Source: an optimization exercise on an open RTL-to-GDS flow (aim: small area). Production flows keep margins and buffers that such runs may drop.
In this exercise RTL edits were held to simulation tests only and were not proved equivalent to the original.

### flow/run.sh
#!/bin/bash
# Own layout flow: the standard ORFS flow, except that
#  - ABC maps the logic with an area-oriented script, then resizes for delay (flow/amap.abc),
#  - ports are buffered with the smallest buffer,
#  - CTS inserts no dummy loads and uses the smaller clock buffers,
#  - half-adder cells are not used (synthesis keeps full adders only).
# Every tool's output goes to a log in this folder (make_*.log) and under orfs/logs.
set -euo pipefail
W=$(pwd)
# synthesis script: the standard flow's, with the ABC mapping script replaced
{
  head -n 1 synth_recipe.tcl
  cat <<'T'
proc abc {args} {
  set i [lsearch -exact $args -script]
  if { $i >= 0 } { set args [lreplace $args [expr {$i+1}] [expr {$i+1}] $::env(MY_ABC_SCRIPT)] }
  yosys abc {*}$args
}
T
  tail -n +2 synth_recipe.tcl
} > my_synth.tcl
sed -e "s#SYNTH_SCRIPT=[^ ]*#SYNTH_SCRIPT=$W/my_synth.tcl#" \
    -e 's#CLKGATE_MAP_FILE= #CLKGATE_MAP_FILE= "DONT_USE_CELLS=${DU_LIST}" #' standard.sh > my_standard.sh
export MY_ABC_SCRIPT=$W/flow/amap.abc
export BUFFER_PORTS_ARGS="-buffer_cell sky130_fd_sc_hd__buf_1"
export CTS_ARGS="-sink_clustering_enable -repair_clock_nets -dont_use_dummy_load -buf_list {sky130_fd_sc_hd__clkbuf_8} -sink_clustering_size 12 -sink_clustering_max_diameter 80"
# the platform's don't-use cells, and the half adders
DU_LIST=$(sed -n '/^export DONT_USE_CELLS/,/^$/p' "$FLOW_HOME/platforms/$FLOW_PLATFORM/config.mk" \
  | sed -e 's/export DONT_USE_CELLS += //' -e 's/\\//' | tr -s ' \n' '  ')
export DU_LIST="$DU_LIST sky130_fd_sc_hd__ha_1 sky130_fd_sc_hd__ha_2 sky130_fd_sc_hd__ha_4"
bash my_standard.sh "${1:-finish}" > make_${1:-finish}.log 2>&1
[ -n "${1:-}" ] || test -f out/final.def
### flow/amap.abc
strash
dch -f
amap
topo
stime -c
buffer -c
upsize -c
dnsize -c
### standard.sh
#!/bin/bash
# synth_recipe.tcl (not shown) runs the flow's synth.tcl, then flattens the netlist and writes it again
# the make line also repeats each setting of config.mk as NAME=value (left out here)
make -C /OpenROAD-flow-scripts/flow DESIGN_CONFIG=/design/flow/config.mk WORK_HOME=/design/flow/orfs CLKGATE_MAP_FILE= SYNTH_SCRIPT=/design/flow/synth_recipe.tcl "${@:-finish}"
### config.mk
export PLATFORM = sky130hd
export DESIGN_NAME = cpu
export DESIGN_NICKNAME = cpu
export VERILOG_FILES = /design/flow/design.v
export SDC_FILE = /design/flow/constraint.sdc
export NUM_CORES = 4
export LEC_CHECK = 0
export ABC_AREA = 1
export ABC_CLOCK_PERIOD_IN_PS = 36000
export CAP_MARGIN = 20
export CORE_MARGIN = 2
export CORE_UTILIZATION = 55
export PLACE_DENSITY = 0.85
export SLEW_MARGIN = 20
### constraint.sdc
create_clock -name core_clock -period 140.0 [get_ports {clk}]
set_input_delay 28.0000 -clock core_clock [delete_from_list [all_inputs] [get_ports {clk}]]
set_output_delay 28.0000 -clock core_clock [all_outputs]
set_load 0.01 [all_outputs]
### design.v
module regfile (
    input wire clk, rst,
    input wire [15:0] d,
    input wire [7:0] we,
    input wire [2:0] l_sel, r_sel,
    output wire [15:0] l_out, r_out,
    output wire [7:0] leds
);
reg [127:0] r;
genvar i;
generate
    for (i = 0; i < 8; i = i + 1) begin : gp
        always @(posedge clk)
            if (rst | we[i])
                r[16*i +: 16] <= d & {16{~rst}};
    end
endgenerate
assign l_out = r[16*l_sel +: 16] & {16{~rst}};
assign r_out = r[16*r_sel +: 16] & {16{~rst}};
assign leds = r[7:0] & {8{~rst}};
endmodule
module fadd (
    input wire a, b, c,
    output wire s, co
);
assign s  = a ^ b ^ c;
assign co = (a & b) | (c & (a ^ b));
endmodule
module alu (
    input wire [15:0] a_in,
    input wire [15:0] b_in,
    output wire [15:0] out,
    input wire c_add, c_sub, c_and, c_or, c_xor, c_shl, c_shr, c_mul, c_div, c_pa, c_pb,
    input wire carry_in,
    output wire [4:0] flags
);
wire [16:0] ac;
wire [15:0] as;
assign ac[0] = carry_in ^ c_sub;
genvar k;
generate
    for (k = 0; k < 16; k = k + 1) begin : addc
        fadd f(a_in[k], b_in[k] ^ c_sub, ac[k], as[k], ac[k+1]);
    end
endgenerate
wire carry_out = ac[16] ^ c_sub;
wire dv = c_div | c_shr;
wire sh = c_shl | c_shr;
wire [15:0] oh = 16'b1 << b_in[3:0];
wire big = |b_in[15:4];
wire [15:0] y = sh ? oh : b_in;
wire [16:0] hz;     
wire [3:0] gz;      
wire [16:0] hl;     
generate
    for (k = 0; k < 4; k = k + 1) begin : gzc
        assign gz[k] = ~|y[4*k+3:4*k];
    end
    for (k = 15; k >= 0; k = k - 1) begin : hlc
        if (k % 4 == 3) begin : t
            assign hl[k] = ~y[k];
        end else begin : c
            assign hl[k] = hl[k+1] & ~y[k];
        end
    end
endgenerate
assign hz[16] = 1'b1;
assign hz[15] = hl[15];
assign hz[14] = hl[14];
assign hz[13] = hl[13];
assign hz[12] = hl[12];
assign hz[11] = hl[11] & gz[3];
assign hz[10] = hl[10] & gz[3];
assign hz[9]  = hl[9]  & gz[3];
assign hz[8]  = hl[8]  & gz[3];
assign hz[7]  = hl[7]  & gz[3] & gz[2];
assign hz[6]  = hl[6]  & gz[3] & gz[2];
assign hz[5]  = hl[5]  & gz[3] & gz[2];
assign hz[4]  = hl[4]  & gz[3] & gz[2];
assign hz[3]  = hl[3]  & gz[3] & gz[2] & gz[1];
assign hz[2]  = hl[2]  & gz[3] & gz[2] & gz[1];
assign hz[1]  = hl[1]  & gz[3] & gz[2] & gz[1];
assign hz[0]  = hl[0]  & gz[3] & gz[2] & gz[1];
wire [15:0] q;      
wire [0:0] l0, y0, s0, r0, g0, p0;
wire [1:0] c0;
assign l0 = dv & a_in[15];
assign y0 = dv ? ~y[0:0] : (a_in[0:0] & {1{y[15]}});
assign g0 = l0 & y0;
assign p0 = l0 | y0;
assign c0[0] = dv;
fadd f0_0(l0[0], y0[0], c0[0], s0[0], c0[1]);
assign q[0] = c0[1] & hz[1];
assign r0 = (dv & ~q[0]) ? l0 : s0;
wire [1:0] l1, y1, s1, r1, g1, p1;
wire [2:0] c1;
assign l1 = {r0[0:0], dv & a_in[14]};
assign y1 = dv ? ~y[1:0] : (a_in[1:0] & {2{y[14]}});
assign g1 = l1 & y1;
assign p1 = l1 | y1;
assign c1[0] = dv;
wire m1_1;
fadd f1_0(l1[0], y1[0], c1[0], s1[0], m1_1);
fadd f1_1(l1[1], y1[1], m1_1, s1[1], c1[2]);
assign q[1] = c1[2] & hz[2];
assign r1 = (dv & ~q[1]) ? l1 : s1;
wire [2:0] l2, y2, s2, r2, g2, p2;
wire [3:0] c2;
assign l2 = {r1[1:0], dv & a_in[13]};
assign y2 = dv ? ~y[2:0] : (a_in[2:0] & {3{y[13]}});
assign g2 = l2 & y2;
assign p2 = l2 | y2;
assign c2[0] = dv;
wire m2_1;
fadd f2_0(l2[0], y2[0], c2[0], s2[0], m2_1);
fadd f2_1(l2[1], y2[1], m2_1, s2[1], c2[2]);
fadd f2_2(l2[2], y2[2], c2[2], s2[2], c2[3]);
assign q[2] = c2[3] & hz[3];
assign r2 = (dv & ~q[2]) ? l2 : s2;
wire [3:0] l3, y3, s3, r3, g3, p3;
wire [4:0] c3;
assign l3 = {r2[2:0], dv & a_in[12]};
assign y3 = dv ? ~y[3:0] : (a_in[3:0] & {4{y[12]}});
assign g3 = l3 & y3;
assign p3 = l3 | y3;
assign c3[0] = dv;
wire m3_1;
fadd f3_0(l3[0], y3[0], c3[0], s3[0], m3_1);
wire m3_2;
fadd f3_1(l3[1], y3[1], m3_1, s3[1], m3_2);
assign c3[2] = (g3[0] & p3[1]) | (g3[1]) | (p3[0] & p3[1] & c3[0]);
wire m3_3;
fadd f3_2(l3[2], y3[2], c3[2], s3[2], m3_3);
wire m3_4;
fadd f3_3(l3[3], y3[3], m3_3, s3[3], m3_4);
assign c3[4] = (g3[2] & p3[3]) | (g3[3]) | (p3[2] & p3[3] & c3[2]);
assign q[3] = c3[4] & hz[4];
assign r3 = (dv & ~q[3]) ? l3 : s3;
wire [4:0] l4, y4, s4, r4, g4, p4;
wire [5:0] c4;
assign l4 = {r3[3:0], dv & a_in[11]};
assign y4 = dv ? ~y[4:0] : (a_in[4:0] & {5{y[11]}});
assign g4 = l4 & y4;
assign p4 = l4 | y4;
assign c4[0] = dv;
wire m4_1;
fadd f4_0(l4[0], y4[0], c4[0], s4[0], m4_1);
wire m4_2;
fadd f4_1(l4[1], y4[1], m4_1, s4[1], m4_2);
assign c4[2] = (g4[0] & p4[1]) | (g4[1]) | (p4[0] & p4[1] & c4[0]);
wire m4_3;
fadd f4_2(l4[2], y4[2], c4[2], s4[2], m4_3);
wire m4_4;
fadd f4_3(l4[3], y4[3], m4_3, s4[3], m4_4);
assign c4[4] = (g4[2] & p4[3]) | (g4[3]) | (p4[2] & p4[3] & c4[2]);
fadd f4_4(l4[4], y4[4], c4[4], s4[4], c4[5]);
assign q[4] = c4[5] & hz[5];
assign r4 = (dv & ~q[4]) ? l4 : s4;
wire [5:0] l5, y5, s5, r5, g5, p5;
wire [6:0] c5;
assign l5 = {r4[4:0], dv & a_in[10]};
assign y5 = dv ? ~y[5:0] : (a_in[5:0] & {6{y[10]}});
assign g5 = l5 & y5;
assign p5 = l5 | y5;
assign c5[0] = dv;
wire m5_1;
fadd f5_0(l5[0], y5[0], c5[0], s5[0], m5_1);
wire m5_2;
fadd f5_1(l5[1], y5[1], m5_1, s5[1], m5_2);
assign c5[2] = (g5[0] & p5[1]) | (g5[1]) | (p5[0] & p5[1] & c5[0]);
wire m5_3;
fadd f5_2(l5[2], y5[2], c5[2], s5[2], m5_3);
wire m5_4;
fadd f5_3(l5[3], y5[3], m5_3, s5[3], m5_4);
assign c5[4] = (g5[2] & p5[3]) | (g5[3]) | (p5[2] & p5[3] & c5[2]);
wire m5_5;
fadd f5_4(l5[4], y5[4], c5[4], s5[4], m5_5);
wire m5_6;
fadd f5_5(l5[5], y5[5], m5_5, s5[5], m5_6);
assign c5[6] = (g5[4] & p5[5]) | (g5[5]) | (p5[4] & p5[5] & c5[4]);
assign q[5] = c5[6] & hz[6];
assign r5 = (dv & ~q[5]) ? l5 : s5;
wire [6:0] l6, y6, s6, r6, g6, p6;
wire [7:0] c6;
assign l6 = {r5[5:0], dv & a_in[9]};
assign y6 = dv ? ~y[6:0] : (a_in[6:0] & {7{y[9]}});
assign g6 = l6 & y6;
assign p6 = l6 | y6;
assign c6[0] = dv;
wire m6_1;
fadd f6_0(l6[0], y6[0], c6[0], s6[0], m6_1);
wire m6_2;
fadd f6_1(l6[1], y6[1], m6_1, s6[1], m6_2);
assign c6[2] = (g6[0] & p6[1]) | (g6[1]) | (p6[0] & p6[1] & c6[0]);
wire m6_3;
fadd f6_2(l6[2], y6[2], c6[2], s6[2], m6_3);
wire m6_4;
fadd f6_3(l6[3], y6[3], m6_3, s6[3], m6_4);
assign c6[4] = (g6[2] & p6[3]) | (g6[3]) | (p6[2] & p6[3] & c6[2]);
wire m6_5;
fadd f6_4(l6[4], y6[4], c6[4], s6[4], m6_5);
wire m6_6;
fadd f6_5(l6[5], y6[5], m6_5, s6[5], m6_6);
assign c6[6] = (g6[4] & p6[5]) | (g6[5]) | (p6[4] & p6[5] & c6[4]);
fadd f6_6(l6[6], y6[6], c6[6], s6[6], c6[7]);
assign q[6] = c6[7] & hz[7];
assign r6 = (dv & ~q[6]) ? l6 : s6;
wire [7:0] l7, y7, s7, r7, g7, p7;
wire [8:0] c7;
assign l7 = {r6[6:0], dv & a_in[8]};
assign y7 = dv ? ~y[7:0] : (a_in[7:0] & {8{y[8]}});
assign g7 = l7 & y7;
assign p7 = l7 | y7;
assign c7[0] = dv;
wire m7_1;
fadd f7_0(l7[0], y7[0], c7[0], s7[0], m7_1);
wire m7_2;
fadd f7_1(l7[1], y7[1], m7_1, s7[1], m7_2);
assign c7[2] = (g7[0] & p7[1]) | (g7[1]) | (p7[0] & p7[1] & c7[0]);
wire m7_3;
fadd f7_2(l7[2], y7[2], c7[2], s7[2], m7_3);
wire m7_4;
fadd f7_3(l7[3], y7[3], m7_3, s7[3], m7_4);
assign c7[4] = (g7[2] & p7[3]) | (g7[3]) | (p7[2] & p7[3] & c7[2]);
wire m7_5;
fadd f7_4(l7[4], y7[4], c7[4], s7[4], m7_5);
wire m7_6;
fadd f7_5(l7[5], y7[5], m7_5, s7[5], m7_6);
assign c7[6] = (g7[4] & p7[5]) | (g7[5]) | (p7[4] & p7[5] & c7[4]);
wire m7_7;
fadd f7_6(l7[6], y7[6], c7[6], s7[6], m7_7);
wire m7_8;
fadd f7_7(l7[7], y7[7], m7_7, s7[7], m7_8);
assign c7[8] = (g7[6] & p7[7]) | (g7[7]) | (p7[6] & p7[7] & c7[6]);
assign q[7] = c7[8] & hz[8];
assign r7 = (dv & ~q[7]) ? l7 : s7;
wire [8:0] l8, y8, s8, r8, g8, p8;
wire [9:0] c8;
assign l8 = {r7[7:0], dv & a_in[7]};
assign y8 = dv ? ~y[8:0] : (a_in[8:0] & {9{y[7]}});
assign g8 = l8 & y8;
assign p8 = l8 | y8;
assign c8[0] = dv;
wire m8_1;
fadd f8_0(l8[0], y8[0], c8[0], s8[0], m8_1);
wire m8_2;
fadd f8_1(l8[1], y8[1], m8_1, s8[1], m8_2);
assign c8[2] = (g8[0] & p8[1]) | (g8[1]) | (p8[0] & p8[1] & c8[0]);
wire m8_3;
fadd f8_2(l8[2], y8[2], c8[2], s8[2], m8_3);
wire m8_4;
fadd f8_3(l8[3], y8[3], m8_3, s8[3], m8_4);
assign c8[4] = (g8[2] & p8[3]) | (g8[3]) | (p8[2] & p8[3] & c8[2]);
wire m8_5;
fadd f8_4(l8[4], y8[4], c8[4], s8[4], m8_5);
wire m8_6;
fadd f8_5(l8[5], y8[5], m8_5, s8[5], m8_6);
assign c8[6] = (g8[4] & p8[5]) | (g8[5]) | (p8[4] & p8[5] & c8[4]);
wire m8_7;
fadd f8_6(l8[6], y8[6], c8[6], s8[6], m8_7);
wire m8_8;
fadd f8_7(l8[7], y8[7], m8_7, s8[7], m8_8);
assign c8[8] = (g8[6] & p8[7]) | (g8[7]) | (p8[6] & p8[7] & c8[6]);
fadd f8_8(l8[8], y8[8], c8[8], s8[8], c8[9]);
assign q[8] = c8[9] & hz[9];
assign r8 = (dv & ~q[8]) ? l8 : s8;
wire [9:0] l9, y9, s9, r9, g9, p9;
wire [10:0] c9;
assign l9 = {r8[8:0], dv & a_in[6]};
assign y9 = dv ? ~y[9:0] : (a_in[9:0] & {10{y[6]}});
assign g9 = l9 & y9;
assign p9 = l9 | y9;
assign c9[0] = dv;
wire m9_1;
fadd f9_0(l9[0], y9[0], c9[0], s9[0], m9_1);
wire m9_2;
fadd f9_1(l9[1], y9[1], m9_1, s9[1], m9_2);
assign c9[2] = (g9[0] & p9[1]) | (g9[1]) | (p9[0] & p9[1] & c9[0]);
wire m9_3;
fadd f9_2(l9[2], y9[2], c9[2], s9[2], m9_3);
wire m9_4;
fadd f9_3(l9[3], y9[3], m9_3, s9[3], m9_4);
assign c9[4] = (g9[2] & p9[3]) | (g9[3]) | (p9[2] & p9[3] & c9[2]);
wire m9_5;
fadd f9_4(l9[4], y9[4], c9[4], s9[4], m9_5);
wire m9_6;
fadd f9_5(l9[5], y9[5], m9_5, s9[5], m9_6);
assign c9[6] = (g9[4] & p9[5]) | (g9[5]) | (p9[4] & p9[5] & c9[4]);
wire m9_7;
fadd f9_6(l9[6], y9[6], c9[6], s9[6], m9_7);
wire m9_8;
fadd f9_7(l9[7], y9[7], m9_7, s9[7], m9_8);
assign c9[8] = (g9[6] & p9[7]) | (g9[7]) | (p9[6] & p9[7] & c9[6]);
wire m9_9;
fadd f9_8(l9[8], y9[8], c9[8], s9[8], m9_9);
wire m9_10;
fadd f9_9(l9[9], y9[9], m9_9, s9[9], m9_10);
assign c9[10] = (g9[8] & p9[9]) | (g9[9]) | (p9[8] & p9[9] & c9[8]);
assign q[9] = c9[10] & hz[10];
assign r9 = (dv & ~q[9]) ? l9 : s9;
wire [10:0] l10, y10, s10, r10, g10, p10;
wire [11:0] c10;
assign l10 = {r9[9:0], dv & a_in[5]};
assign y10 = dv ? ~y[10:0] : (a_in[10:0] & {11{y[5]}});
assign g10 = l10 & y10;
assign p10 = l10 | y10;
assign c10[0] = dv;
wire m10_1;
fadd f10_0(l10[0], y10[0], c10[0], s10[0], m10_1);
wire m10_2;
fadd f10_1(l10[1], y10[1], m10_1, s10[1], m10_2);
assign c10[2] = (g10[0] & p10[1]) | (g10[1]) | (p10[0] & p10[1] & c10[0]);
wire m10_3;
fadd f10_2(l10[2], y10[2], c10[2], s10[2], m10_3);
wire m10_4;
fadd f10_3(l10[3], y10[3], m10_3, s10[3], m10_4);
assign c10[4] = (g10[2] & p10[3]) | (g10[3]) | (p10[2] & p10[3] & c10[2]);
wire m10_5;
fadd f10_4(l10[4], y10[4], c10[4], s10[4], m10_5);
wire m10_6;
fadd f10_5(l10[5], y10[5], m10_5, s10[5], m10_6);
assign c10[6] = (g10[4] & p10[5]) | (g10[5]) | (p10[4] & p10[5] & c10[4]);
wire m10_7;
fadd f10_6(l10[6], y10[6], c10[6], s10[6], m10_7);
wire m10_8;
fadd f10_7(l10[7], y10[7], m10_7, s10[7], m10_8);
assign c10[8] = (g10[6] & p10[7]) | (g10[7]) | (p10[6] & p10[7] & c10[6]);
wire m10_9;
fadd f10_8(l10[8], y10[8], c10[8], s10[8], m10_9);
wire m10_10;
fadd f10_9(l10[9], y10[9], m10_9, s10[9], m10_10);
assign c10[10] = (g10[8] & p10[9]) | (g10[9]) | (p10[8] & p10[9] & c10[8]);
fadd f10_10(l10[10], y10[10], c10[10], s10[10], c10[11]);
assign q[10] = c10[11] & hz[11];
assign r10 = (dv & ~q[10]) ? l10 : s10;
wire [11:0] l11, y11, s11, r11, g11, p11;
wire [12:0] c11;
assign l11 = {r10[10:0], dv & a_in[4]};
assign y11 = dv ? ~y[11:0] : (a_in[11:0] & {12{y[4]}});
assign g11 = l11 & y11;
assign p11 = l11 | y11;
assign c11[0] = dv;
wire m11_1;
fadd f11_0(l11[0], y11[0], c11[0], s11[0], m11_1);
wire m11_2;
fadd f11_1(l11[1], y11[1], m11_1, s11[1], m11_2);
assign c11[2] = (g11[0] & p11[1]) | (g11[1]) | (p11[0] & p11[1] & c11[0]);
wire m11_3;
fadd f11_2(l11[2], y11[2], c11[2], s11[2], m11_3);
wire m11_4;
fadd f11_3(l11[3], y11[3], m11_3, s11[3], m11_4);
assign c11[4] = (g11[2] & p11[3]) | (g11[3]) | (p11[2] & p11[3] & c11[2]);
wire m11_5;
fadd f11_4(l11[4], y11[4], c11[4], s11[4], m11_5);
wire m11_6;
fadd f11_5(l11[5], y11[5], m11_5, s11[5], m11_6);
assign c11[6] = (g11[4] & p11[5]) | (g11[5]) | (p11[4] & p11[5] & c11[4]);
wire m11_7;
fadd f11_6(l11[6], y11[6], c11[6], s11[6], m11_7);
wire m11_8;
fadd f11_7(l11[7], y11[7], m11_7, s11[7], m11_8);
assign c11[8] = (g11[6] & p11[7]) | (g11[7]) | (p11[6] & p11[7] & c11[6]);
wire m11_9;
fadd f11_8(l11[8], y11[8], c11[8], s11[8], m11_9);
wire m11_10;
fadd f11_9(l11[9], y11[9], m11_9, s11[9], m11_10);
assign c11[10] = (g11[8] & p11[9]) | (g11[9]) | (p11[8] & p11[9] & c11[8]);
wire m11_11;
fadd f11_10(l11[10], y11[10], c11[10], s11[10], m11_11);
wire m11_12;
fadd f11_11(l11[11], y11[11], m11_11, s11[11], m11_12);
assign c11[12] = (g11[10] & p11[11]) | (g11[11]) | (p11[10] & p11[11] & c11[10]);
assign q[11] = c11[12] & hz[12];
assign r11 = (dv & ~q[11]) ? l11 : s11;
wire [12:0] l12, y12, s12, r12, g12, p12;
wire [13:0] c12;
assign l12 = {r11[11:0], dv & a_in[3]};
assign y12 = dv ? ~y[12:0] : (a_in[12:0] & {13{y[3]}});
assign g12 = l12 & y12;
assign p12 = l12 | y12;
assign c12[0] = dv;
wire m12_1;
fadd f12_0(l12[0], y12[0], c12[0], s12[0], m12_1);
wire m12_2;
fadd f12_1(l12[1], y12[1], m12_1, s12[1], m12_2);
assign c12[2] = (g12[0] & p12[1]) | (g12[1]) | (p12[0] & p12[1] & c12[0]);
wire m12_3;
fadd f12_2(l12[2], y12[2], c12[2], s12[2], m12_3);
wire m12_4;
fadd f12_3(l12[3], y12[3], m12_3, s12[3], m12_4);
assign c12[4] = (g12[2] & p12[3]) | (g12[3]) | (p12[2] & p12[3] & c12[2]);
wire m12_5;
fadd f12_4(l12[4], y12[4], c12[4], s12[4], m12_5);
wire m12_6;
fadd f12_5(l12[5], y12[5], m12_5, s12[5], m12_6);
assign c12[6] = (g12[4] & p12[5]) | (g12[5]) | (p12[4] & p12[5] & c12[4]);
wire m12_7;
fadd f12_6(l12[6], y12[6], c12[6], s12[6], m12_7);
wire m12_8;
fadd f12_7(l12[7], y12[7], m12_7, s12[7], m12_8);
assign c12[8] = (g12[6] & p12[7]) | (g12[7]) | (p12[6] & p12[7] & c12[6]);
wire m12_9;
fadd f12_8(l12[8], y12[8], c12[8], s12[8], m12_9);
wire m12_10;
fadd f12_9(l12[9], y12[9], m12_9, s12[9], m12_10);
assign c12[10] = (g12[8] & p12[9]) | (g12[9]) | (p12[8] & p12[9] & c12[8]);
wire m12_11;
fadd f12_10(l12[10], y12[10], c12[10], s12[10], m12_11);
wire m12_12;
fadd f12_11(l12[11], y12[11], m12_11, s12[11], m12_12);
assign c12[12] = (g12[10] & p12[11]) | (g12[11]) | (p12[10] & p12[11] & c12[10]);
fadd f12_12(l12[12], y12[12], c12[12], s12[12], c12[13]);
assign q[12] = c12[13] & hz[13];
assign r12 = (dv & ~q[12]) ? l12 : s12;
wire [13:0] l13, y13, s13, r13, g13, p13;
wire [14:0] c13;
assign l13 = {r12[12:0], dv & a_in[2]};
assign y13 = dv ? ~y[13:0] : (a_in[13:0] & {14{y[2]}});
assign g13 = l13 & y13;
assign p13 = l13 | y13;
assign c13[0] = dv;
wire m13_1;
fadd f13_0(l13[0], y13[0], c13[0], s13[0], m13_1);
wire m13_2;
fadd f13_1(l13[1], y13[1], m13_1, s13[1], m13_2);
assign c13[2] = (g13[0] & p13[1]) | (g13[1]) | (p13[0] & p13[1] & c13[0]);
wire m13_3;
fadd f13_2(l13[2], y13[2], c13[2], s13[2], m13_3);
wire m13_4;
fadd f13_3(l13[3], y13[3], m13_3, s13[3], m13_4);
assign c13[4] = (g13[2] & p13[3]) | (g13[3]) | (p13[2] & p13[3] & c13[2]);
wire m13_5;
fadd f13_4(l13[4], y13[4], c13[4], s13[4], m13_5);
wire m13_6;
fadd f13_5(l13[5], y13[5], m13_5, s13[5], m13_6);
assign c13[6] = (g13[4] & p13[5]) | (g13[5]) | (p13[4] & p13[5] & c13[4]);
wire m13_7;
fadd f13_6(l13[6], y13[6], c13[6], s13[6], m13_7);
wire m13_8;
fadd f13_7(l13[7], y13[7], m13_7, s13[7], m13_8);
assign c13[8] = (g13[6] & p13[7]) | (g13[7]) | (p13[6] & p13[7] & c13[6]);
wire m13_9;
fadd f13_8(l13[8], y13[8], c13[8], s13[8], m13_9);
wire m13_10;
fadd f13_9(l13[9], y13[9], m13_9, s13[9], m13_10);
assign c13[10] = (g13[8] & p13[9]) | (g13[9]) | (p13[8] & p13[9] & c13[8]);
wire m13_11;
fadd f13_10(l13[10], y13[10], c13[10], s13[10], m13_11);
wire m13_12;
fadd f13_11(l13[11], y13[11], m13_11, s13[11], m13_12);
assign c13[12] = (g13[10] & p13[11]) | (g13[11]) | (p13[10] & p13[11] & c13[10]);
wire m13_13;
fadd f13_12(l13[12], y13[12], c13[12], s13[12], m13_13);
wire m13_14;
fadd f13_13(l13[13], y13[13], m13_13, s13[13], m13_14);
assign c13[14] = (g13[12] & p13[13]) | (g13[13]) | (p13[12] & p13[13] & c13[12]);
assign q[13] = c13[14] & hz[14];
assign r13 = (dv & ~q[13]) ? l13 : s13;
wire [14:0] l14, y14, s14, r14, g14, p14;
wire [15:0] c14;
assign l14 = {r13[13:0], dv & a_in[1]};
assign y14 = dv ? ~y[14:0] : (a_in[14:0] & {15{y[1]}});
assign g14 = l14 & y14;
assign p14 = l14 | y14;
assign c14[0] = dv;
wire m14_1;
fadd f14_0(l14[0], y14[0], c14[0], s14[0], m14_1);
wire m14_2;
fadd f14_1(l14[1], y14[1], m14_1, s14[1], m14_2);
assign c14[2] = (g14[0] & p14[1]) | (g14[1]) | (p14[0] & p14[1] & c14[0]);
wire m14_3;
fadd f14_2(l14[2], y14[2], c14[2], s14[2], m14_3);
wire m14_4;
fadd f14_3(l14[3], y14[3], m14_3, s14[3], m14_4);
assign c14[4] = (g14[2] & p14[3]) | (g14[3]) | (p14[2] & p14[3] & c14[2]);
wire m14_5;
fadd f14_4(l14[4], y14[4], c14[4], s14[4], m14_5);
wire m14_6;
fadd f14_5(l14[5], y14[5], m14_5, s14[5], m14_6);
assign c14[6] = (g14[4] & p14[5]) | (g14[5]) | (p14[4] & p14[5] & c14[4]);
wire m14_7;
fadd f14_6(l14[6], y14[6], c14[6], s14[6], m14_7);
wire m14_8;
fadd f14_7(l14[7], y14[7], m14_7, s14[7], m14_8);
assign c14[8] = (g14[6] & p14[7]) | (g14[7]) | (p14[6] & p14[7] & c14[6]);
wire m14_9;
fadd f14_8(l14[8], y14[8], c14[8], s14[8], m14_9);
wire m14_10;
fadd f14_9(l14[9], y14[9], m14_9, s14[9], m14_10);
assign c14[10] = (g14[8] & p14[9]) | (g14[9]) | (p14[8] & p14[9] & c14[8]);
wire m14_11;
fadd f14_10(l14[10], y14[10], c14[10], s14[10], m14_11);
wire m14_12;
fadd f14_11(l14[11], y14[11], m14_11, s14[11], m14_12);
assign c14[12] = (g14[10] & p14[11]) | (g14[11]) | (p14[10] & p14[11] & c14[10]);
wire m14_13;
fadd f14_12(l14[12], y14[12], c14[12], s14[12], m14_13);
wire m14_14;
fadd f14_13(l14[13], y14[13], m14_13, s14[13], m14_14);
assign c14[14] = (g14[12] & p14[13]) | (g14[13]) | (p14[12] & p14[13] & c14[12]);
fadd f14_14(l14[14], y14[14], c14[14], s14[14], c14[15]);
assign q[14] = c14[15] & hz[15];
assign r14 = (dv & ~q[14]) ? l14 : s14;
wire [15:0] l15, y15, s15, r15, g15, p15;
wire [16:0] c15;
assign l15 = {r14[14:0], dv & a_in[0]};
assign y15 = dv ? ~y[15:0] : (a_in[15:0] & {16{y[0]}});
assign g15 = l15 & y15;
assign p15 = l15 | y15;
assign c15[0] = dv;
wire m15_1;
fadd f15_0(l15[0], y15[0], c15[0], s15[0], m15_1);
wire m15_2;
fadd f15_1(l15[1], y15[1], m15_1, s15[1], m15_2);
assign c15[2] = (g15[0] & p15[1]) | (g15[1]) | (p15[0] & p15[1] & c15[0]);
wire m15_3;
fadd f15_2(l15[2], y15[2], c15[2], s15[2], m15_3);
wire m15_4;
fadd f15_3(l15[3], y15[3], m15_3, s15[3], m15_4);
assign c15[4] = (g15[2] & p15[3]) | (g15[3]) | (p15[2] & p15[3] & c15[2]);
wire m15_5;
fadd f15_4(l15[4], y15[4], c15[4], s15[4], m15_5);
wire m15_6;
fadd f15_5(l15[5], y15[5], m15_5, s15[5], m15_6);
assign c15[6] = (g15[4] & p15[5]) | (g15[5]) | (p15[4] & p15[5] & c15[4]);
wire m15_7;
fadd f15_6(l15[6], y15[6], c15[6], s15[6], m15_7);
wire m15_8;
fadd f15_7(l15[7], y15[7], m15_7, s15[7], m15_8);
assign c15[8] = (g15[6] & p15[7]) | (g15[7]) | (p15[6] & p15[7] & c15[6]);
wire m15_9;
fadd f15_8(l15[8], y15[8], c15[8], s15[8], m15_9);
wire m15_10;
fadd f15_9(l15[9], y15[9], m15_9, s15[9], m15_10);
assign c15[10] = (g15[8] & p15[9]) | (g15[9]) | (p15[8] & p15[9] & c15[8]);
wire m15_11;
fadd f15_10(l15[10], y15[10], c15[10], s15[10], m15_11);
wire m15_12;
fadd f15_11(l15[11], y15[11], m15_11, s15[11], m15_12);
assign c15[12] = (g15[10] & p15[11]) | (g15[11]) | (p15[10] & p15[11] & c15[10]);
wire m15_13;
fadd f15_12(l15[12], y15[12], c15[12], s15[12], m15_13);
wire m15_14;
fadd f15_13(l15[13], y15[13], m15_13, s15[13], m15_14);
assign c15[14] = (g15[12] & p15[13]) | (g15[13]) | (p15[12] & p15[13] & c15[12]);
wire m15_15;
fadd f15_14(l15[14], y15[14], c15[14], s15[14], m15_15);
wire m15_16;
fadd f15_15(l15[15], y15[15], m15_15, s15[15], m15_16);
assign c15[16] = (g15[14] & p15[15]) | (g15[15]) | (p15[14] & p15[15] & c15[14]);
assign q[15] = c15[16];
assign r15 = s15;
wire [15:0] prod = r15;
wire [15:0] quot;
generate
    for (k = 0; k < 16; k = k + 1) begin : qr
        assign quot[15-k] = q[k];
    end
endgenerate
wire lg3 = c_and | c_or | c_pa | c_pb;
wire lg2 = c_or | c_xor | c_pa;
wire lg1 = c_or | c_xor | c_pb;
wire [15:0] lu = (a_in & b_in & {16{lg3}}) | (a_in & ~b_in & {16{lg2}}) | (~a_in & b_in & {16{lg1}});
wire sel_p = c_mul | (c_shl & ~big);
wire sel_q = c_div | (c_shr & ~big);
wire sel_a = c_add | c_sub;
assign out = lu | (as & {16{sel_a}}) | (prod & {16{sel_p}}) | (quot & {16{sel_q}});
wire m0 = c_sub | c_or | c_shl | c_mul | c_pa;
assign flags[0] = ~(|out);
assign flags[1] = sel_a & carry_out;
assign flags[2] = out[15];
assign flags[3] = ((a_in[15] ^ b_in[15]) ^ ~m0) & ((b_in[15] ^ out[15]) ^ m0);
assign flags[4] = ^out;
endmodule
module pc (
    input wire [15:0] in,
    output reg [15:0] out,
    input wire clk, inc, ie, irq, rst,
    output reg [15:0] saved_pc,
    output reg chg           
);
wire [15:0] t1 = ie ? in : out;
wire [15:0] t2 = inc ? t1 + 16'b1 : t1;
wire take = irq & (ie | inc);
wire [15:0] nx = take ? 16'b1 : t2;
always @(posedge clk, posedge rst) begin
    if (rst) begin
        out <= 16'b0;
        chg <= 1'b1;
    end else begin
        out <= nx;
        chg <= nx != out;
    end
end
always @(posedge clk) begin
    if (rst)
        saved_pc <= 16'b0;
    else if (take)
        saved_pc <= t2;
end
endmodule
module decoder (
    input wire [15:0] instr,
    output wire pc_inc, pc_ie, reg_in_mux_ctl, alu_r_mux_ctl, alu_cin, ram_write, ram_read,
    output wire alu_flags_ie, reg_sr_in, sr_ie, sr_pc_over, ram_read_done, pc_sr_ie, irq_instr, jtr_op,
    output wire c_add, c_sub, c_and, c_or, c_xor, c_shl, c_shr, c_mul, c_div, c_pa, c_pb,
    output wire [2:0] reg_l_ctl, reg_r_ctl,
    output wire [7:0] gp_reg_ie,
    input wire mem_busy, mem_ready,
    input wire [4:0] flags
);
wire [6:0] op = instr[6:0];
wire [2:0] tg = instr[9:7];
wire [2:0] fo = instr[12:10];
wire [2:0] so = instr[15:13];
wire o_mov = op == 7'h01, o_ldd = op == 7'h02, o_ldo = op == 7'h03, o_ldi = op == 7'h04;
wire o_std = op == 7'h05, o_sto = op == 7'h06, o_add = op == 7'h07, o_adi = op == 7'h08;
wire o_adc = op == 7'h09, o_sub = op == 7'h0A, o_suc = op == 7'h0B, o_cmp = op == 7'h0C;
wire o_cmi = op == 7'h0D, o_jmp = op == 7'h0E, o_jal = op == 7'h0F, o_srl = op == 7'h10;
wire o_srs = op == 7'h11, o_sys = op == 7'h12, o_and = op == 7'h13, o_orr = op == 7'h14;
wire o_xor = op == 7'h15, o_ani = op == 7'h16, o_ori = op == 7'h17, o_xoi = op == 7'h18;
wire o_shl = op == 7'h19, o_shr = op == 7'h1A, o_cai = op == 7'h1B, o_mul = op == 7'h1C;
wire o_div = op == 7'h1D, o_irt = op == 7'h1E;
reg jmp_en;
always @(*) begin
    case (instr[10:7])
        4'b0001: jmp_en = flags[1];
        4'b0010: jmp_en = flags[0];
        4'b0011: jmp_en = flags[2];
        4'b0100: jmp_en = ~(flags[2] | flags[0]);
        4'b0101: jmp_en = flags[0] | flags[2];
        4'b0110: jmp_en = ~flags[2];
        4'b0111: jmp_en = ~flags[0];
        4'b1000: jmp_en = flags[3];
        4'b1001: jmp_en = flags[3];
        default: jmp_en = 1'b1;
    endcase
end
wire ld = o_ldd | o_ldo;
wire st = o_std | o_sto;
wire ld_wait = ld & ~mem_busy & ~mem_ready;
assign pc_inc = ~((ld & (mem_busy | ~mem_ready)) | (st & mem_busy) | (o_jmp & jmp_en) | o_jal | o_irt);
assign pc_ie = (o_jmp & jmp_en) | o_jal | o_irt;
assign reg_in_mux_ctl = ld & ~mem_busy;
assign ram_read_done = ld & ~mem_busy & mem_ready;
assign ram_read = ld_wait;
assign ram_write = st & ~mem_busy;
assign alu_r_mux_ctl = ld | o_ldi | st | o_adi | o_cmi | o_jmp | o_jal | o_ani | o_ori | o_xoi | o_cai;
assign alu_cin = (o_adc | o_suc) & flags[1];
assign alu_flags_ie = o_add | o_adi | o_adc | o_sub | o_suc | o_cmp | o_cmi | o_and | o_orr | o_xor
                    | o_ani | o_ori | o_xoi | o_shl | o_shr | o_cai | o_mul | o_div;
assign reg_sr_in = o_jal | o_srl;
assign sr_ie = o_srs;
assign sr_pc_over = o_jal;
assign pc_sr_ie = o_irt;
assign irq_instr = o_sys;
assign jtr_op = o_jmp | o_jal | o_irt;
assign c_sub = o_sub | o_suc | o_cmp | o_cmi;
assign c_and = o_and | o_ani | o_cai;
assign c_or  = o_orr | o_ori;
assign c_xor = o_xor | o_xoi;
assign c_shl = o_shl;
assign c_shr = o_shr;
assign c_mul = o_mul;
assign c_div = o_div;
assign c_pa  = o_mov;
assign c_pb  = o_ldd | o_ldi | o_std | o_jmp | o_jal | o_srs;
assign c_add = ~(c_sub | c_and | c_or | c_xor | c_shl | c_shr | c_mul | c_div | c_pa | c_pb);
wire l_fo = o_mov | o_ldo | o_add | o_adi | o_adc | o_sub | o_suc | o_cmp | o_cmi | o_and | o_orr | o_xor
          | o_ani | o_ori | o_xoi | o_shl | o_shr | o_cai | o_mul | o_div;
assign reg_l_ctl = l_fo ? fo : o_sto ? so : 3'b0;
wire r_so = o_add | o_adc | o_sub | o_suc | o_cmp | o_and | o_orr | o_xor | o_shl | o_shr | o_mul | o_div;
assign reg_r_ctl = r_so ? so : (o_std | o_sto | o_srs) ? fo : 3'b0;
wire we = o_mov | (ld & ~mem_busy & mem_ready) | o_ldi | o_add | o_adi | o_adc | o_sub | o_suc
        | o_jal | o_srl | o_and | o_orr | o_xor | o_ani | o_ori | o_xoi | o_shl | o_shr | o_mul | o_div;
assign gp_reg_ie = {8{we}} & (8'b1 << tg);
endmodule
module fetch (
    input wire clk,
    input wire [15:0] pc_in,
    input wire pc_chg,               
    input wire [31:0] ram_data,
    input wire ram_busy, ram_cack, ram_data_ready,
    output reg ram_read,
    output reg [31:0] instr_out,
    output wire [15:0] ram_addr,
    output reg ram_addr_ovr,
    output reg pc_hold,
    input wire flag_boot_mode,
    input wire rst,
    input wire irq_in, irq_en,
    output reg irq_p,
    input wire [7:0] pc_page_in
);
reg [1:0] state;
reg c_acked;
reg [31:0] pref_instr;
reg [7:0] prev_pc_page, saved_pc_page;
reg prev_irq;
reg [3:0] ra_hi;
reg [11:0] ra_lo;
assign ram_addr = {ra_hi, ra_lo};
function pok(input [6:0] o);
    pok = o != 7'h02 && o != 7'h03 && o != 7'h05 && o != 7'h06;
endfunction
wire chg = pc_chg | (pc_page_in != prev_pc_page);
wire hit = pc_in == ram_addr && pc_page_in == saved_pc_page;
wire [15:0] pc_nx = pc_in + 16'b1;
reg n_rd, n_ovr, n_hold, n_ack, ld_addr, ld_pref;
reg [1:0] n_state;
reg [15:0] n_addr;
reg [1:0] isel;   
always @(*) begin
    n_rd = ram_read; n_ovr = ram_addr_ovr; n_hold = pc_hold; n_ack = c_acked;
    n_state = state; ld_addr = 1'b0; n_addr = pc_in; ld_pref = 1'b0;
    isel = 2'd0;
    if (chg) begin
        n_hold = 1'b1;
        isel = 2'd1;
    end
    case (state)
        2'd0: begin
            if ((chg | pc_hold) & ~ram_busy) begin
                n_rd = 1'b1; n_ovr = 1'b1; ld_addr = 1'b1; n_addr = pc_in; n_state = 2'd1;
            end else if (pok(instr_out[6:0])) begin
                n_rd = 1'b1; n_ovr = 1'b1; ld_addr = 1'b1; n_addr = pc_nx; n_state = 2'd2;
            end
        end
        2'd1: begin
            if (~ram_cack & ~c_acked) begin
                n_rd = 1'b1; n_ovr = 1'b1;
            end else begin
                n_rd = 1'b0; n_ack = 1'b1;
                if (ram_data_ready) begin
                    n_ack = 1'b0; n_hold = 1'b0; isel = 2'd2;
                    if (pok(ram_data[6:0])) begin
                        n_rd = 1'b1; n_ovr = 1'b1; ld_addr = 1'b1; n_addr = pc_nx; n_state = 2'd2;
                    end else begin
                        n_ovr = 1'b0; n_state = 2'd0;
                    end
                end else
                    n_ovr = 1'b1;
            end
        end
        2'd2: begin
            if (~ram_cack & ~c_acked) begin
                n_rd = 1'b1; n_ovr = 1'b1;
            end else begin
                n_rd = 1'b0; n_ack = 1'b1;
                if (ram_data_ready & (chg | pc_hold)) begin
                    n_ack = 1'b0;
                    if (hit) begin
                        n_ovr = 1'b0; n_hold = 1'b0; isel = 2'd2;
                        if (pok(ram_data[6:0])) begin
                            n_rd = 1'b1; n_ovr = 1'b1; ld_addr = 1'b1; n_addr = pc_nx; n_state = 2'd2;
                        end else begin
                            n_ovr = 1'b0; n_state = 2'd0;
                        end
                    end else begin
                        n_rd = 1'b1; n_ovr = 1'b1; ld_addr = 1'b1; n_addr = pc_in; n_state = 2'd1;
                    end
                end else if (ram_data_ready) begin
                    n_ack = 1'b0; ld_pref = 1'b1; n_state = 2'd3;
                end else
                    n_ovr = 1'b1;
            end
        end
        2'd3: begin
            if (chg | pc_hold) begin
                if (hit) begin
                    n_ack = 1'b0; n_hold = 1'b0; isel = 2'd3;
                    if (pok(pref_instr[6:0])) begin
                        n_rd = 1'b1; n_ovr = 1'b1; ld_addr = 1'b1; n_addr = pc_nx; n_state = 2'd2;
                    end else begin
                        n_ovr = 1'b0; n_state = 2'd0;
                    end
                end else begin
                    n_rd = 1'b1; n_ovr = 1'b1; ld_addr = 1'b1; n_addr = pc_in; n_state = 2'd1;
                end
            end
        end
    endcase
end
wire run = ~flag_boot_mode;
always @(negedge clk, posedge rst) begin
    if (rst) begin
        ram_read <= 1'b0;
        instr_out <= 32'b0;
        ra_hi <= 4'b0;
        ram_addr_ovr <= 1'b0;
        pc_hold <= 1'b0;
        state <= 2'b0;
        c_acked <= 1'b0;
        irq_p <= 1'b0;
        prev_irq <= 1'b0;
    end else begin
        if (run) begin
            ram_read <= n_rd;
            ram_addr_ovr <= n_ovr;
            pc_hold <= n_hold;
            c_acked <= n_ack;
            state <= n_state;
            if (ld_addr)
                ra_hi <= n_addr[15:12];
            case (isel)
                2'd1: instr_out <= 32'b0;
                2'd2: instr_out <= ram_data;
                2'd3: instr_out <= pref_instr;
                default: ;
            endcase
        end
        if (pc_in == 16'b1 && pc_page_in == 8'b0 && irq_p)
            irq_p <= 1'b0;
        else if (irq_in & ~prev_irq & irq_en)
            irq_p <= 1'b1;
        prev_irq <= irq_in;
    end
end
always @(negedge clk) begin
    if (run & ld_addr) begin
        ra_lo <= n_addr[11:0];
        saved_pc_page <= pc_page_in;
    end
    if (run & ld_pref)
        pref_instr <= ram_data;
    prev_pc_page <= pc_page_in;
end
endmodule
module sregs (
    input wire clk,
    input wire rst,
    input wire sr_ie,
    input wire [15:0] sr_sel, sr_in,
    input wire jtr_op,
    output wire [15:0] sr_out,       
    output wire boot_mode, instr_mem_over,
    input wire irq_in, irq_instr,
    output wire irq_en,
    input wire out_addr_ovr, pc_move,
    input wire [4:0] alu_flags_in,
    output reg [4:0] alu_flags,
    input wire alu_flags_ie,
    input wire [15:0] saved_pc,
    output reg [15:0] irq_pc,
    input wire [15:0] addr_in,
    output wire [19:0] addr_out,
    input wire [15:0] prog_in,
    output wire [19:0] prog_out,
    output wire [7:0] prog_page_out
);
reg [3:0] rt_mode;
reg [1:0] jtr_mode, jtr_mode_buff;
reg [3:0] irq_flags;
reg [15:0] virt_scratch_reg;
reg [127:0] mem_page, prog_page;
wire hi0 = sr_sel[15:3] == 13'b0;
wire s1 = hi0 & sr_sel[2:0] == 3'd1;
wire s2 = hi0 & sr_sel[2:0] == 3'd2;
wire s3 = hi0 & sr_sel[2:0] == 3'd3;
wire s4 = hi0 & sr_sel[2:0] == 3'd4;
wire s5 = hi0 & sr_sel[2:0] == 3'd5;
wire s6 = hi0 & sr_sel[2:0] == 3'd6;
wire sel0 = hi0 & sr_sel[2:0] == 3'd0;
wire irq_take = irq_in & rt_mode[2] & pc_move;
always @(posedge clk, posedge rst) begin
    if (rst) begin
        rt_mode <= 4'b0001;
        jtr_mode <= 2'b01;
        jtr_mode_buff <= 2'b01;
        alu_flags <= 5'b0;
    end else begin
        if (sr_ie & s1 & rt_mode[0])
            rt_mode <= sr_in[3:0];
        if (sr_ie & s2)
            jtr_mode_buff <= sr_in[1:0];
        if ((jtr_op | (sr_ie & sel0)) & pc_move)
            jtr_mode <= jtr_mode_buff;
        if (out_addr_ovr)
            rt_mode[2] <= 1'b1;
        if (irq_take) begin
            rt_mode[0] <= 1'b1;
            rt_mode[3] <= 1'b0;
            jtr_mode[1] <= 1'b0;
            jtr_mode_buff[1] <= 1'b0;
            rt_mode[2] <= 1'b0;
        end
        if (alu_flags_ie)
            alu_flags <= alu_flags_in;
        else if (sr_ie & s4)
            alu_flags <= sr_in[4:0];
    end
end
always @(posedge clk) begin
    if (rst) begin
        irq_pc <= 16'b0;
        virt_scratch_reg <= 16'b0;
        irq_flags <= 4'b0;
    end else begin
        if (sr_ie & s3)
            irq_pc <= sr_in;
        if (sr_ie & s6)
            virt_scratch_reg <= sr_in;
        if (irq_take)
            irq_flags <= {irq_instr, rt_mode[0], jtr_mode[1], rt_mode[3]};
    end
end
wire mp_wr = sr_ie & rt_mode[0] & (sr_sel[15:4] == 12'd1);
wire pp_wr = sr_ie & rt_mode[0] & (sr_sel[15:4] == 12'd2);
wire [7:0] pdin = sr_in[7:0] & {8{~rst}};
genvar i;
generate
    for (i = 0; i < 16; i = i + 1) begin : pt
        always @(posedge clk)
            if (rst | (mp_wr & sr_sel[3:0] == i))
                mem_page[8*i +: 8] <= pdin;
        always @(posedge clk)
            if (rst | (pp_wr & sr_sel[3:0] == i))
                prog_page[8*i +: 8] <= pdin;
    end
endgenerate
assign boot_mode = jtr_mode[0];
assign instr_mem_over = rt_mode[1];
assign irq_en = rt_mode[2];
assign sr_out = ({16{s1}} & {12'b0, rt_mode})
              | ({16{s2}} & {14'b0, jtr_mode})
              | ({16{s3}} & saved_pc)
              | ({16{s4}} & {11'b0, alu_flags})
              | ({16{s5}} & {12'b0, irq_flags})
              | ({16{s6}} & virt_scratch_reg);
wire [7:0] mp = mem_page[8*addr_in[15:12] +: 8];
wire [7:0] pp = prog_page[8*prog_in[15:12] +: 8];
assign addr_out = rt_mode[3] ? {mp, addr_in[11:0]} : {4'b0, addr_in};
assign prog_page_out = jtr_mode[1] ? pp : {4'b0, prog_in[15:12]};
assign prog_out = {prog_page_out, prog_in[11:0]};
endmodule
module cpu (
    input wire clk, rst,
    output wire [19:0] e_addr_bus,
    output wire [15:0] e_prog_addr, e_data,
    input wire [15:0] e_mem_bus,
    input wire [31:0] e_instr,
    input wire [31:0] e_sdram_instr,
    input wire e_mem_busy, e_mem_ready, e_mem_cack,
    input wire irq_in,
    output wire ram_read_out, ram_write, ram_instr_access, ram_read_done,
    output wire [7:0] e_reg_leds,
    output wire [3:0] e_pc_leds
);
wire [15:0] reg_l_bus, reg_r_bus, alu_bus, alu_r_mux, reg_in_mux, spec_reg_out, sr_out;
wire [15:0] prog_addr, saved_pc, irq_pc, fetch_addr;
wire [31:0] instr_bus, fetch_instr_bus;
wire [19:0] alu_bus_paged, fetch_addr_paged;
wire [7:0] prog_page;
wire [4:0] alu_flags_f, alu_flags_out;
wire [2:0] reg_l_ctl, reg_r_ctl;
wire [7:0] gp_reg_ie;
wire pc_inc, pc_ie, reg_in_mux_ctl, alu_r_mux_ctl, alu_cin, alu_flags_ie, reg_sr_in, sr_ie, sr_pc_over, ram_read, irq_instr, pc_sr_ie, jtr_op;
wire c_add, c_sub, c_and, c_or, c_xor, c_shl, c_shr, c_mul, c_div, c_pa, c_pb;
wire fetch_ram_read, fetch_wait, fetch_addr_mux, irq_p, irq_en, pc_chg;
wire flag_boot_mode, flag_instr_mem_over;
wire sel0 = instr_bus[31:16] == 16'b0;
wire adv = ~fetch_wait | flag_boot_mode;
wire pc_ie_g = (pc_ie | (sr_ie & sel0)) & adv;
wire pc_inc_g = pc_inc & adv;
regfile gp(clk, rst, reg_in_mux, gp_reg_ie, reg_l_ctl, reg_r_ctl, reg_l_bus, reg_r_bus, e_reg_leds);
alu alu(reg_l_bus, alu_r_mux, alu_bus, c_add, c_sub, c_and, c_or, c_xor, c_shl, c_shr, c_mul, c_div, c_pa, c_pb,
    alu_cin, alu_flags_f);
pc pc(pc_sr_ie ? irq_pc : alu_r_mux, prog_addr, clk, pc_inc_g, pc_ie_g, irq_p | irq_instr, rst, saved_pc, pc_chg);
decoder decoder(instr_bus[15:0], pc_inc, pc_ie, reg_in_mux_ctl, alu_r_mux_ctl, alu_cin, ram_write, ram_read,
    alu_flags_ie, reg_sr_in, sr_ie, sr_pc_over, ram_read_done, pc_sr_ie, irq_instr, jtr_op,
    c_add, c_sub, c_and, c_or, c_xor, c_shl, c_shr, c_mul, c_div, c_pa, c_pb,
    reg_l_ctl, reg_r_ctl, gp_reg_ie, e_mem_busy, e_mem_ready, alu_flags_out);
fetch fetch(clk, prog_addr, pc_chg, e_sdram_instr, e_mem_busy, e_mem_cack, e_mem_ready, fetch_ram_read, fetch_instr_bus,
    fetch_addr, fetch_addr_mux, fetch_wait, flag_boot_mode, rst, irq_in, irq_en, irq_p, prog_page);
sregs sregs(clk, rst, sr_ie, instr_bus[31:16], reg_r_bus, jtr_op, sr_out, flag_boot_mode, flag_instr_mem_over,
    irq_p | irq_instr, irq_instr, irq_en, pc_sr_ie, pc_ie_g | pc_inc_g,
    alu_flags_f, alu_flags_out, alu_flags_ie, saved_pc, irq_pc,
    alu_bus, alu_bus_paged, fetch_addr, fetch_addr_paged, prog_page);
assign spec_reg_out = (sel0 | sr_pc_over) ? prog_addr : sr_out;
assign reg_in_mux = reg_sr_in ? spec_reg_out : reg_in_mux_ctl ? e_mem_bus : alu_bus;
assign alu_r_mux = alu_r_mux_ctl ? instr_bus[31:16] : reg_r_bus;
assign e_addr_bus = fetch_addr_mux ? fetch_addr_paged : alu_bus_paged;
assign instr_bus = flag_boot_mode ? e_instr : fetch_instr_bus;
assign e_prog_addr = prog_addr;
assign e_data = reg_r_bus;
assign e_pc_leds = prog_addr[3:0];
assign ram_read_out = ram_read | fetch_ram_read;
assign ram_instr_access = fetch_addr_mux | flag_instr_mem_over;
endmodule
==> results.cfg, run 1 <==
[run_status]
status = no timing/DRC/antenna violations

[min_path]
min_from = fetch.instr_out[9]
hp-class = reg2reg

[logic_synthesis]
synth_cell_types = 93
synth_nets = 3831
ys_async_sr_fraction = 0.130
yosysWarnings = 5
synthesis.area_mm2 = 0.0346
synth_seq_cells = 570
synth_edf_count = 436
synthCells = 3657
yosysSeqAreaShare = 0.467
syn_area_per_cell_um2 = 9.46
ys.flop_type = edfxtp_1

[grt]
grt_pass1_wl_um = 184000
grt_max_degree = 78
gr-total-overflow = 0
grt_pass1_vias = 31018
antenna_found_initial = 3
grtUsageTotal = 0.372

[clock_tree]
ctsHtreeMaxLevel = 2
cts_num_sinks = 570
cts_tree = yes
worstSkewPairLatency_ns = 0.69
numCtsBuffers = 54
cts.path.max_buffers = 3
cts.clk_slew.worst_paths_ns = 0.06
cts_root_buf = clkbuf_8

[place]
port_buffers = 153
place_inst = 4519
dpl_cell_area_mm2 = 0.0361
dp_hpwl_um = 87000
gp_congestion = 1.08

[worst_setup_path]
slowest_stage = nor4_1
cp.required_ns = 112.00
r2r-start = fetch.instr_out[5]
cpMostUsedCell = o22ai_1
worst_path_largest_cell_delay_ns = 0.86
crit_start = fetch.instr_out[5]
crit_arrival_ns = 109.55
worstSetupStartpointType = register
end_kind = output pin
worstPathMaxFanout = 53
worstSetupPathType = reg2out

[floorplanning]
start_util = 0.559
pin_count = 154
die_w_um = 255
num_rows = 91
die_area_mm2 = 0.0649
fp.coreArea_mm2 = 0.0619
dieHeight_um = 255

[drt]
ant_nets = 0
drc = 0
viasPerCell = 7.19
via_count = 33553
wire_per_inst_um = 26.6
wl_um = 124000
first_iter_violations = 5917
first_pass_iters = 9

[layout]
mostFrequentLayoutCell = o22ai_1
final_nets = 4002
area_delta_synth_final_pct = 9.29
fin_area_mm2 = 0.0378
final_cells = 4664
reg.largest.list = gp.r (128), sregs.mem_page (128), sregs.prog_page (128)
utilization = 0.611
most-common-layout-cells = o22ai_1, edfxtp_1, nor2_1
drive_above_1_share = 0.110

[timing]
slew_headroom = 0.155
setup_viol = 0
drv_slew = 0
worst_pin_slew_ns = 1.26
finalClockSkew_ns = 0.102
hold_violations = 0

[run]
drv_cap = 0
[critical path: cells and delay by family (launching register included)]
| kind | cells | cell delay (ns) |
|---|---|---|
| buffers and inverters | 30 | 5.85 |
| AND/OR/NAND/NOR | 57 | 8.95 |
| AO/OA/AOI/OAI | 121 | 20.42 |
| flip-flops | 1 | 0.51 |
| adder cells (fa/ha/maj) | 9 | 3.12 |
[cells in the mapped netlist (6+ instances only)]
cell type | count | share of area
nor4_1 | 18 | 0.0033
o32ai_1 | 20 | 0.0051
dfxtp_1 | 60 | 0.035
fa_1 | 88 | 0.051
clkinv_1 | 18 | 0.0020
o21ai_1 | 36 | 0.0052
o22ai_2 | 18 | 0.0065
a32oi_1 | 8 | 0.0020
buf_1 | 18 | 0.0020
or3_1 | 39 | 0.0071
nand3_1 | 28 | 0.0040
nand4_1 | 15 | 0.0027
inv_2 | 24 | 0.0026
o22a_1 | 18 | 0.0046
nand2_1 | 228 | 0.025
o211ai_1 | 8 | 0.0017
or2_2 | 17 | 0.0031
a2111oi_0 | 8 | 0.0020
o311ai_0 | 6 | 0.0015
a211oi_1 | 39 | 0.0085
a311oi_1 | 7 | 0.0018
or4_1 | 16 | 0.0035
dfrtp_1 | 26 | 0.019
nor2b_1 | 39 | 0.0071
o22ai_1 | 503 | 0.091
buf_2 | 16 | 0.0023
o221a_2 | 37 | 0.012
a221oi_1 | 78 | 0.020
o21ai_0 | 313 | 0.045
dfrtn_1 | 44 | 0.032
clkbuf_1 | 174 | 0.019
a22oi_1 | 83 | 0.018
o221ai_1 | 62 | 0.016
nor3_1 | 71 | 0.010
o21ai_2 | 8 | 0.0020
a21oi_1 | 194 | 0.028
inv_1 | 232 | 0.025
buf_4 | 19 | 0.0041
a222oi_1 | 6 | 0.0017
edfxtp_1 | 436 | 0.38
o21a_1 | 28 | 0.0061
nor2_1 | 413 | 0.045
a31oi_1 | 29 | 0.0052
[layer usage]
layer | vias up | wire length [um] | GRT usage
met1 | 15739 | 44700 | 0.495
met5 | - | 22 | 0
met2 | 2853 | 53900 | 0.561
li1 | 14441 | - | -
met4 | 4 | 7350 | 0.197
met3 | 516 | 18200 | 0.0973
[final cells by class]
class                      count  area (um^2)
fill                        5126        24100
multi-input combinational   2578        16900
sequential                   570        16200
timing repair buffer         286         1630
inverter                     276         1080
tap                          837         1050
clock buffer                  54          743
clock inverter                60          225
timing repair inverter         2         10.0
antenna                        1         2.50
[worst paths after layout]
check	cells past startpoint	endpoint	slack, ns
worst max-delay path	217	e_addr_bus[14]	2.45
worst max register to register	222	sregs.alu_flags[4]	30.79
min in group asynchronous	3	pc.out[12]	27.85
worst min-delay path	2	fetch.instr_out[9]	0.43
max in group asynchronous	4	fetch.ra_hi[1]	40.85
worst min register to register	2	fetch.instr_out[9]	0.43
[cell families (layout without fill, tap and decap cells)]
| kind of cell | Yosys count | in the layout | synth area share |
|---|---|---|---|
| buffers and inverters | 509 | 678 | 0.0589 |
| adders and majority gates | 88 | 88 | 0.0509 |
| other | 0 | 1 | 0 |
| and+or+nand+nor | 922 | 922 | 0.121 |
| DFF | 570 | 570 | 0.467 |
| xor gates and xnor gates | 2 | 2 | 0.000506 |
| AOI/OAI and AO/OA | 1566 | 1566 | 0.302 |
[stage by stage]
stage / hold slack, ns / setup TNS (ns) / worst slack (ns)
after global placement: 0.411 / 0 / 1.22
after floorplan: 0.401 / 0 / 7.81
after global routing: 0.465 / -1.27 / -0.226
final: 0.434 / 0 / 2.45
after CTS: 0.435 / 0 / 0.00934
after detailed placement: 0.426 / -0.798 / -0.259
[what timing repair did]
| action | CTS | global route |
|---|---|---|
| setup endpoints to repair | 8 | 20 |
| pin swaps | 0 | 13 |
| cloned | 0 | 2 |
| resized for setup | 4 | 94 |
| setup buffers | 0 | 29 |
| hold buffers | 0 | 0 |
==> run 2: changes to the inputs <==
--- a/config.mk
+++ b/config.mk
@@ -10,5 +10,5 @@
 export CAP_MARGIN = 20
 export CORE_MARGIN = 2
 export CORE_UTILIZATION = 55
-export PLACE_DENSITY = 0.85
+export PLACE_DENSITY = 0.95
 export SLEW_MARGIN = 20
==> run 2 against run 1 <==
Still clean on timing, DRC and antenna; first-iteration DRC count increased by 23%; wire length is 0.18% higher; die area is the same; via count increased by 2.7%; worst setup slack worse by 0.064 ns; critical path depth up 1; sequential share of layout area fell by 0.087 points; final cell count increased by 0.51%; clock skew up 0.0056 ns.
==> results.cfg, run 2 <==
[run_status]
status = no timing/DRC/antenna violations

[run]
drv_cap = 0

[logic_synthesis]
netlist_top_cells_area = edfxtp_1, o22ai_1, fa_1, o21ai_0, nor2_1
syn_area_per_cell_um2 = 9.46
synth_cell_types = 93
synth_fa_ha_area_frac = 0.0509
synth_top_area_cell = edfxtp_1
ys_async_sr_fraction = 0.130
synthMuxAreaShare = 0
yosysWarnings = 5
yosysSeqAreaShare = 0.467
synthTopCellsByCount = o22ai_1, edfxtp_1, nor2_1, o21ai_0, inv_1
synth_seq_cells = 570
ys.flop_type = edfxtp_1
synth-xor-area-share = 0.000506
synth_top_family_by_area = compound AO/OA/AOI/OAI gates
synthCells = 3657
synth_top_area_share = 0.378
yosys.area_share.simple = 0.121
synthesis.area_mm2 = 0.0346
yosysMostFrequentCell = o22ai_1
synth_compound_area_frac = 0.302
synth_nets = 3831
synth_edf_count = 436

[timing]
finalClockSkew_ns = 0.107
drv_slew = 0
setup_viol = 0
worst_pin_slew_ns = 1.26
hold_violations = 0
slew_headroom = 0.161

[worst_setup_path]
cp.required_ns = 112.00
worstSetupStartpointType = register
worstSetupPathType = reg2out
worstPathMaxFanout = 39
slowest_stage = o22ai_1
path_buf_inv = 24
cpMostUsedCell = o22ai_1
worst_path_largest_cell_delay_ns = 0.77
crit_arrival_ns = 109.62
cp_top_family = compound AO/OA/AOI/OAI gates
end_kind = output pin

[grt]
grt_pass1_wl_um = 183000
grt_max_degree = 98
grtUsageTotal = 0.366
gr-total-overflow = 0
antenna_found_initial = 6
grt_pass1_vias = 31324

[clock_tree]
ctsHtreeMaxLevel = 2
numCtsBuffers = 53
holdBufCountCts = 0
worstSkewPairLatency_ns = 0.68
cts_tree = yes
cts_num_sinks = 570
cts.clk_slew.worst_paths_ns = 0.06
cts_root_buf = clkbuf_8
cts.path.max_buffers = 3

[layout]
final_nets = 4024
multi_input_area_mm2 = 0.0168
area_delta_synth_final_pct = 9.51
reg.largest.list = gp.r (128), sregs.mem_page (128), sregs.prog_page (128)
most-common-layout-cells = o22ai_1, edfxtp_1, nor2_1
drive_above_1_share = 0.113
utilization = 0.612
regArea_mm2 = 0.0162
fillers = 4901
final_cells = 4688
mostFrequentLayoutCell = o22ai_1

[place]
port_buffers = 153
gp_congestion = 1.07
place_inst = 4516
dp_hpwl_um = 84500

[floorplanning]
num_rows = 91
dieHeight_um = 255
die_w_um = 255
die_area_mm2 = 0.0649
pin_count = 154
start_util = 0.559
fp.coreArea_mm2 = 0.0619

[drt]
via_count = 34458
first_iter_violations = 7255
wl_um = 124000
drc = 0
ant_nets = 0
viasPerCell = 7.35
wire_per_inst_um = 26.5
first_pass_iters = 10

[min_path]
hp-class = reg2reg
-- run 2: worst paths after layout --
| kind | to | from | depth (start not counted) | slack, ns |
|---|---|---|---|---|
| max | e_addr_bus[13] | fetch.instr_out[2] | 218 | 2.38 |
| min | fetch.instr_out[9] | fetch.instr_out[9] | 2 | 0.44 |
| max reg2reg | sregs.alu_flags[4] | fetch.instr_out[2] | 223 | 30.69 |
| min reg2reg | fetch.instr_out[9] | fetch.instr_out[9] | 2 | 0.44 |
| max in group asynchronous | fetch.ram_addr_ovr | rst | 4 | 40.73 |
| min in group asynchronous | pc.out[9] | rst | 3 | 27.98 |
-- run 2: metal layers --
metal | vias to the layer above | wire, um | GRT usage
met5 | - | 54 | 0.00376
met1 | 15829 | 42000 | 0.474
met4 | 6 | 9020 | 0.195
met2 | 3370 | 52400 | 0.548
met3 | 758 | 20800 | 0.120
li1 | 14495 | - | -
-- run 2: through the flow --
step / setup slack, ns / cell area, um^2 / hold WS (ns) / setup TNS, ns
global route: -0.804 / 37900 / 0.468 / -5.96
CTS: 0.284 / 37100 / 0.441 / 0
detailed placement: 0.330 / 36100 / 0.424 / 0
global placement: 1.70 / 36100 / 0.408 / 0
finish: 2.38 / 37900 / 0.440 / 0
floorplan: 7.81 / 34600 / 0.401 / 0
-- run 2: layout make-up --
type,count,area share
antenna,3,0.000198
clock buffer,53,0.0192
clock inverter,60,0.00594
inverter,276,0.0285
multi-input combinational,2579,0.445
sequential,570,0.426
tap,837,0.0276
timing repair buffer,310,0.0477
-- run 2: logic make-up after synthesis --
logic type	after synthesis
fa+ha+maj	88
simple gates	922
buf+inv	509
compound gates	1566
xor+xnor	2
flops	570
-- run 2: timing repair --
item	4_1_cts	5_1_grt
resized for setup	2	76
endpoints found under the hold margin	0	0
gates cloned	0	2
setup endpoints to repair	4	20
pin swaps	0	21
setup buffers	0	54
-- run 2: worst register-to-register path, delay by kind of cell (launching register included) --
kind                     cells  cell delay, ns
AO/OA/AOI/OAI              125           22.11
adder cells (fa/ha/maj)      8            2.63
buffers and inverters       26            4.11
flip-flops                   1            0.50
AND/OR/NAND/NOR             64            9.99
